What follows belongs to an exercise in optimizing a design on an open flow for small area and a short achievable clock period; a production flow would make more cautious choices.
Where RTL was checked, it was by simulation tests only, not by an equivalence proof against the original.
No activity file was given, so power comes from the tool's default toggle rates.

==> module lab4_2, before the edit <==
module lab4_2(
  input [1:0] mode,
  input [2:0] n_gasoline_pumps,
  input [2:0] n_diesel_pumps,
  input [3:0] fuel_amount,
  input fuel_type,
  input CLK,
  input rst,
  output [0:5] pump_status,
  output is_gasoline_queue_not_full,
  output is_diesel_queue_not_full,
  output [3:0] n_cars_in_gasoline_queue,
  output [3:0] n_cars_in_diesel_queue,
  output [7:0] total_gasoline_needed,
  output [7:0] total_diesel_needed,
  output reg invalid_gasoline_car,
  output reg invalid_diesel_car,
  output reg invalid_setup_params
);
reg [5:0] gas;           
reg [5:0] dsl;           
reg g_none, d_none;      
reg [5:0] st;            
reg [2:0] rem [0:5];     
wire [3:0] cg, cd;       
wire [7:0] tg, td;       
integer j;
wire set_up = gas[0] | dsl[0];
wire [5:0] inuse = gas | dsl;
assign n_cars_in_gasoline_queue = cg | {4{g_none}};
assign n_cars_in_diesel_queue   = cd | {4{d_none}};
assign total_gasoline_needed    = tg | {8{g_none}};
assign total_diesel_needed      = td | {8{d_none}};
assign is_gasoline_queue_not_full = ~g_none & ~cg[3];
assign is_diesel_queue_not_full   = ~d_none & ~cd[3];
genvar gj;
generate for (gj = 0; gj < 6; gj = gj + 1) begin : ps
  assign pump_status[gj] = st[gj];
end endgenerate
wire proc = ~mode[1];    
wire amt_ok = fuel_amount[3] ? (fuel_amount[2:0] == 3'd0) : (fuel_amount[2:0] != 3'd0);
wire [2:0] amt = fuel_amount[2:0];
wire vg0 = mode[0] & ~fuel_type & amt_ok & ~g_none;
wire vd0 = mode[0] &  fuel_type & amt_ok & ~d_none;
wire [5:0] busy = ~st & inuse;
wire [3:0] setup_sum = {1'b0, n_gasoline_pumps} + {1'b0, n_diesel_pumps};
wire valid_setup = (setup_sum != 4'd0) && (setup_sum <= 4'd6);
wire do_setup = mode[1] & valid_setup;
reg [5:0] gas_new, use_new;
always @* begin
  for (j = 0; j < 6; j = j + 1) begin
    gas_new[j] = (n_gasoline_pumps > j);
    use_new[j] = (setup_sum > j);
  end
end
wire [5:0] tq_g, tq_d, tn_g, tn_d;
wire [17:0] hg, hd;
wire acc_g, acc_d;
lab4_2_fuel fuel_g (
  .CLK(CLK), .proc(proc), .clear(do_setup), .take_m(st & gas),
  .busy_m(~st & gas), .v(vg0), .amount(fuel_amount),
  .tq(tq_g), .tn(tn_g), .h(hg), .acc(acc_g), .cnt(cg), .total(tg));
lab4_2_fuel fuel_d (
  .CLK(CLK), .proc(proc), .clear(do_setup), .take_m(st & dsl),
  .busy_m(~st & dsl), .v(vd0), .amount(fuel_amount),
  .tq(tq_d), .tn(tn_d), .h(hd), .acc(acc_d), .cnt(cd), .total(td));
always @(posedge CLK) begin
  if (rst) begin
    gas <= 0;
    dsl <= 0;
    g_none <= 1;
    d_none <= 1;
    invalid_gasoline_car <= 0;
    invalid_diesel_car <= 0;
    invalid_setup_params <= 0;
  end else if (mode[1]) begin
    invalid_gasoline_car <= 0;
    invalid_diesel_car <= 0;
    invalid_setup_params <= ~valid_setup;
    if (valid_setup) begin
      gas <= gas_new;
      dsl <= use_new & ~gas_new;
      g_none <= (n_gasoline_pumps == 3'd0);
      d_none <= (n_diesel_pumps == 3'd0);
    end
  end else begin
    if (set_up) begin
      if (!mode[0]) invalid_setup_params <= 0;
      invalid_gasoline_car <= mode[0] & ~fuel_type & ~acc_g;
      invalid_diesel_car   <= mode[0] &  fuel_type & ~acc_d;
    end else if (mode[0]) begin
      invalid_gasoline_car <= 0;
      invalid_diesel_car <= 0;
    end
  end
end
reg [5:0] st_run;
reg [2:0] rem_run [0:5];
always @* begin
  for (j = 0; j < 6; j = j + 1) begin
    if (busy[j]) begin
      st_run[j] = (rem[j] == 3'd1);
      rem_run[j] = rem[j] - 3'd1;
    end else begin
      st_run[j] = st[j] & ~(tq_g[j] | tq_d[j] | tn_g[j] | tn_d[j]);
      rem_run[j] = tq_g[j] ? hg[3*j +: 3] : tq_d[j] ? hd[3*j +: 3] : amt;
    end
  end
end
always @(posedge CLK) begin
  if (rst) st <= 6'd0;
  else if (proc) st <= st_run;
  else if (do_setup) st <= use_new;
  for (j = 0; j < 6; j = j + 1)
    if (proc) rem[j] <= rem_run[j];
end
endmodule
clock: 13.0 ns
lec_check: 0
cap_margin: 20
core_margin: 2
core_utilization: 40
cts_buf_list: sky130_fd_sc_hd__clkbuf_4 sky130_fd_sc_hd__clkbuf_8
slew_margin: 20
standard.sh (not shown) runs the stock make flow with config.mk's settings and CLKGATE_MAP_FILE= SYNTH_SCRIPT=/design/flow/synth_recipe.tcl, a recipe that flattens the netlist after the stock synthesis.
==> flow/flow/run.sh <==
#!/bin/bash
# Own layout flow: the standard flow (standard.sh), with three changes:
#  - synthesis maps with an area-oriented ABC script (flow/area.abc) instead
#    of ORFS's speed script; everything else in synthesis is the standard flow's
#    synth_recipe.tcl unchanged (same registers, names and cell types);
#  - Yosys's full-adder extraction is left out (ADDER_MAP_FILE empty), so ABC
#    maps the adders along with the rest of the logic;
#  - ports are buffered with buf_2 cells, and timing repair may resize
#    cells across footprints (MATCH_CELL_FOOTPRINT 0);
#  - the timing repair steps aim for a setup slack margin (SETUP_MARGIN) so
#    that the critical paths get sized up after the area-oriented mapping.
# Each tool's full output goes to a log file in this folder.
set -euo pipefail
here=$(pwd)
SETUP_MARGIN=${SETUP_MARGIN:-9}
{
  echo "proc abc {args} {"
  echo "  set i [lsearch -exact \$args -script]"
  echo "  if {\$i >= 0} { set args [lreplace \$args [expr {\$i + 1}] [expr {\$i + 1}] $here/flow/area.abc] }"
  echo "  yosys abc {*}\$args"
  echo "}"
  cat synth_recipe.tcl
} > own_synth.tcl
bash standard.sh SYNTH_SCRIPT=$here/own_synth.tcl ADDER_MAP_FILE= SETUP_SLACK_MARGIN=$SETUP_MARGIN MATCH_CELL_FOOTPRINT=0 "BUFFER_PORTS_ARGS=-inputs -outputs -buffer_cell sky130_fd_sc_hd__buf_2" finish > flow_make.log 2>&1
==> flow/flow/area.abc <==
strash
ifraig
scorr
dc2
strash
&get -n
&dch -f
&nf -R 1000
&put
Change:
--- a/flow/design.v
+++ b/flow/design.v
@@ -102,5 +102,5 @@
     if (busy[j]) begin
       st_run[j] = (rem[j] == 3'd1);
-      rem_run[j] = rem[j] - 3'd1;
+      rem_run[j] = rem[j] - {2'b0, proc};    
     end else begin
       st_run[j] = st[j] & ~(tq_g[j] | tq_d[j] | tn_g[j] | tn_d[j]);
@@ -114,5 +114,5 @@
   else if (do_setup) st <= use_new;
   for (j = 0; j < 6; j = j + 1)
-    if (proc) rem[j] <= rem_run[j];
+    rem[j] <= rem_run[j];      
 end
 endmodule
After rerunning: The changed run went through all stages and came out clean. Routed wire length went down by 3.5%. Worst setup slack loses 0.15 ns. Design area went down by about 7%. Hold slack loses 0.012 ns. Combinational power went down by about 4%. Area after synthesis went down by 1.9%. Global-route usage hardly moves. Clock skew went up by 0.0051 ns. Die area went down by about 1.8%. Sequential share of layout area went up by 0.33 points.
For the first run of this note, only the layout was checked, not whether the RTL still works.


Another version of the RTL of lab4_2 (not shown whole).
For scale: about 110 flip-flops, ~8700 µm² of cells after synthesis.
clock: 13.0 ns
lec_check: 0
cap_margin: 20
core_margin: 2
core_utilization: 55
cts_buf_list: sky130_fd_sc_hd__clkbuf_8 sky130_fd_sc_hd__clkbuf_16
cts_cluster_diameter: 40
slew_margin: 20
==> flow/flow/run.sh <==
#!/bin/bash
# Own layout flow: the standard flow (standard.sh), with three changes:
#  - synthesis maps with an area-oriented ABC script (flow/area.abc, which
#    then sizes gates for a 3.5 ns target) instead of ORFS's speed script; everything else in synthesis is the standard flow's
#    synth_recipe.tcl unchanged (same registers, names and cell types);
#  - Yosys's full-adder extraction is left out (ADDER_MAP_FILE empty), so ABC
#    maps the adders along with the rest of the logic;
#  - ports are buffered with buf_2 cells, and timing repair may resize
#    cells across footprints (MATCH_CELL_FOOTPRINT 0);
#  - the timing repair steps aim for a setup slack margin (SETUP_MARGIN) so
#    that the critical paths get sized up after the area-oriented mapping.
# Each tool's full output goes to a log file in this folder.
set -euo pipefail
here=$(pwd)
SETUP_MARGIN=${SETUP_MARGIN:-8.5}
{
  echo "proc abc {args} {"
  echo "  set i [lsearch -exact \$args -script]"
  echo "  if {\$i >= 0} { set args [lreplace \$args [expr {\$i + 1}] [expr {\$i + 1}] $here/flow/area.abc] }"
  echo "  set i [lsearch -exact \$args -D]"
  echo "  if {\$i >= 0} { set args [lreplace \$args [expr {\$i + 1}] [expr {\$i + 1}] 3500] }"
  echo "  yosys abc {*}\$args"
  echo "}"
  cat synth_recipe.tcl
} > own_synth.tcl
bash standard.sh SYNTH_SCRIPT=$here/own_synth.tcl ADDER_MAP_FILE= SETUP_SLACK_MARGIN=$SETUP_MARGIN MATCH_CELL_FOOTPRINT=0 "BUFFER_PORTS_ARGS=-inputs -outputs -buffer_cell sky130_fd_sc_hd__buf_2" finish > flow_make.log 2>&1
==> flow/flow/area.abc <==
strash
ifraig
scorr
dc2
strash
&get -n
&dch -f
&nf -R 1000
&put
topo
stime -c
buffer -c
upsize -c
dnsize -c
Then changed:
--- a/flow/design.v
+++ b/flow/design.v
@@ -12,29 +12,30 @@
   output is_diesel_queue_not_full,
   output [3:0] n_cars_in_gasoline_queue,
   output [3:0] n_cars_in_diesel_queue,
   output [7:0] total_gasoline_needed,
   output [7:0] total_diesel_needed,
   output reg invalid_gasoline_car,
   output reg invalid_diesel_car,
   output reg invalid_setup_params
 );
 reg [5:0] gas;           
 reg [5:0] dsl;           
-reg g_none, d_none;      
 reg [5:0] st;            
 reg [2:0] rem [0:5];     
 wire [3:0] cg, cd;       
 wire [7:0] tg, td;       
 integer j;
 wire set_up = gas[0] | dsl[0];
+wire g_none = ~gas[0];    
+wire d_none = ~|dsl;
 wire [5:0] inuse = gas | dsl;
 assign n_cars_in_gasoline_queue = cg | {4{g_none}};
 assign n_cars_in_diesel_queue   = cd | {4{d_none}};
 assign total_gasoline_needed    = tg | {8{g_none}};
 assign total_diesel_needed      = td | {8{d_none}};
 assign is_gasoline_queue_not_full = ~g_none & ~cg[3];
 assign is_diesel_queue_not_full   = ~d_none & ~cd[3];
 genvar gj;
 generate for (gj = 0; gj < 6; gj = gj + 1) begin : ps
   assign pump_status[gj] = st[gj];
 end endgenerate
@@ -61,36 +62,32 @@
   .CLK(CLK), .proc(proc), .clear(do_setup), .take_m(st & gas),
   .busy_m(~st & gas), .v(vg0), .amount(fuel_amount),
   .tq(tq_g), .tn(tn_g), .h(hg), .acc(acc_g), .cnt(cg), .total(tg));
 lab4_2_fuel fuel_d (
   .CLK(CLK), .proc(proc), .clear(do_setup), .take_m(st & dsl),
   .busy_m(~st & dsl), .v(vd0), .amount(fuel_amount),
   .tq(tq_d), .tn(tn_d), .h(hd), .acc(acc_d), .cnt(cd), .total(td));
 always @(posedge CLK) begin
   if (rst) begin
     gas <= 0;
     dsl <= 0;
-    g_none <= 1;
-    d_none <= 1;
     invalid_gasoline_car <= 0;
     invalid_diesel_car <= 0;
     invalid_setup_params <= 0;
   end else if (mode[1]) begin
     invalid_gasoline_car <= 0;
     invalid_diesel_car <= 0;
     invalid_setup_params <= ~valid_setup;
     if (valid_setup) begin
       gas <= gas_new;
       dsl <= use_new & ~gas_new;
-      g_none <= (n_gasoline_pumps == 3'd0);
-      d_none <= (n_diesel_pumps == 3'd0);
     end
   end else begin
     if (set_up) begin
       if (!mode[0]) invalid_setup_params <= 0;
       invalid_gasoline_car <= mode[0] & ~fuel_type & ~acc_g;
       invalid_diesel_car   <= mode[0] &  fuel_type & ~acc_d;
     end else if (mode[0]) begin
       invalid_gasoline_car <= 0;
       invalid_diesel_car <= 0;
     end
   end
@@ -150,42 +147,22 @@
     seen[j + 1] = seen[j] | (take_m[j] & ~t[0]);
     if (take_m[j]) begin
       t = {1'b0, t[5:1]};
       for (k = 0; k < 5; k = k + 1) l[k] = l[k + 1];
     end
   end
 end
 wire none_left = seen[6];    
 always @* begin
   for (j = 0; j < 6; j = j + 1) tn[j] = take_m[j] & ~tq[j] & ~seen[j] & v;
 end
-function [6:0] cnt6(input [5:0] m);
-  reg [3:0] a, b;
-  integer x, y;
-  begin
-    a = {m[0] & m[1] & m[2],
-         (m[0] & m[1] & ~m[2]) | (m[0] & ~m[1] & m[2]) | (~m[0] & m[1] & m[2]),
-         (m[0] & ~m[1] & ~m[2]) | (~m[0] & m[1] & ~m[2]) | (~m[0] & ~m[1] & m[2]),
-         ~m[0] & ~m[1] & ~m[2]};
-    b = {m[3] & m[4] & m[5],
-         (m[3] & m[4] & ~m[5]) | (m[3] & ~m[4] & m[5]) | (~m[3] & m[4] & m[5]),
-         (m[3] & ~m[4] & ~m[5]) | (~m[3] & m[4] & ~m[5]) | (~m[3] & ~m[4] & m[5]),
-         ~m[3] & ~m[4] & ~m[5]};
-    cnt6 = 7'd0;
-    for (x = 0; x < 4; x = x + 1)
-      for (y = 0; y < 4; y = y + 1)
-        cnt6[x + y] = cnt6[x + y] | (a[x] & b[y]);
-  end
-endfunction
-wire [6:0] n_oh = cnt6(take_m);
-wire [6:0] nb_oh = cnt6(busy_m);
 wire [2:0] n = {2'b0, take_m[0]} + take_m[1] + take_m[2] + take_m[3] + take_m[4] + take_m[5];
 wire full = cnt[3] & (take_m == 6'd0);
 assign acc = v & ~full;
 wire enq = acc & ~none_left;
 wire [3:0] left = cnt - n;      
 wire [3:0] left1 = left + 4'd1;
 reg [2:0] a [0:7];
 reg [2:0] b [0:7];
 reg [2:0] c [0:7];
 always @* begin
   for (k = 0; k < 8; k = k + 1) a[k] = (proc && n[0] && k < 7) ? q[k + 1] : q[k];
Design area drops by 1.9%.
Utilization climbs by 0.40 points.
Wire length climbs by 1.4%.
Power climbs by 6.2%.
Sequential share of layout area barely changes.
Synthesized cell count drops by 1.1%.
Final cell count drops by 1.2%.
Critical path depth drops by 1.
Worst hold slack got worse by 0.0085 ns.
Via count climbs by 1.4%.
First-iteration DRC count climbs by 12%.
Maximum frequency climbs by 0.31%.
Clock power climbs by about 5%.
Die area drops by 1.3%.

-- afterwards: timing with drivers on the ports --
The results above use ideal ports. As a check the final layouts listed here were re-extracted and re-timed, cells and wires unchanged. Step 1: set_driving_cell puts a clkbuf_16 on CLK and a buf_2 on each other input, an assumption about the parent block. Step 2 adds t to the input delays and takes it off the output delays; t is the mean of the earliest and latest rising clock arrival at the registers after step 1. Input paths then give back, and output paths get back, about the clock's delay inside the block. Slacks: ideal / step 1 / step 2; pairs: ideal / step 1.
| run | t (ns) | slack for setup (ns) | worst setup path after step 2 | slew at the worst register clock pin (ns) | cell pins on the clock port's net |
|---|---|---|---|---|---|
| the first run of note 1 | 0.448 | 8.652 / 8.562 / 8.114 | input to register | 0.12 / 0.12 | 1 |
| the second run of note 1 | 0.436 | 8.502 / 8.499 / 8.062 | input to register | 0.12 / 0.12 | 1 |
| the first run of note 2 | 0.407 | 8.569 / 8.594 / 8.187 | input to register | 0.08 / 0.08 | 1 |
| the second run of note 2 | 0.409 | 8.583 / 8.603 / 8.193 | input to register | 0.09 / 0.09 | 1 |
After both steps setup and hold are still met in every run listed. For the first run of note 1, which loses most, drivers alone change the setup slack by -0.090 ns; drivers and shift together by -0.538 ns.
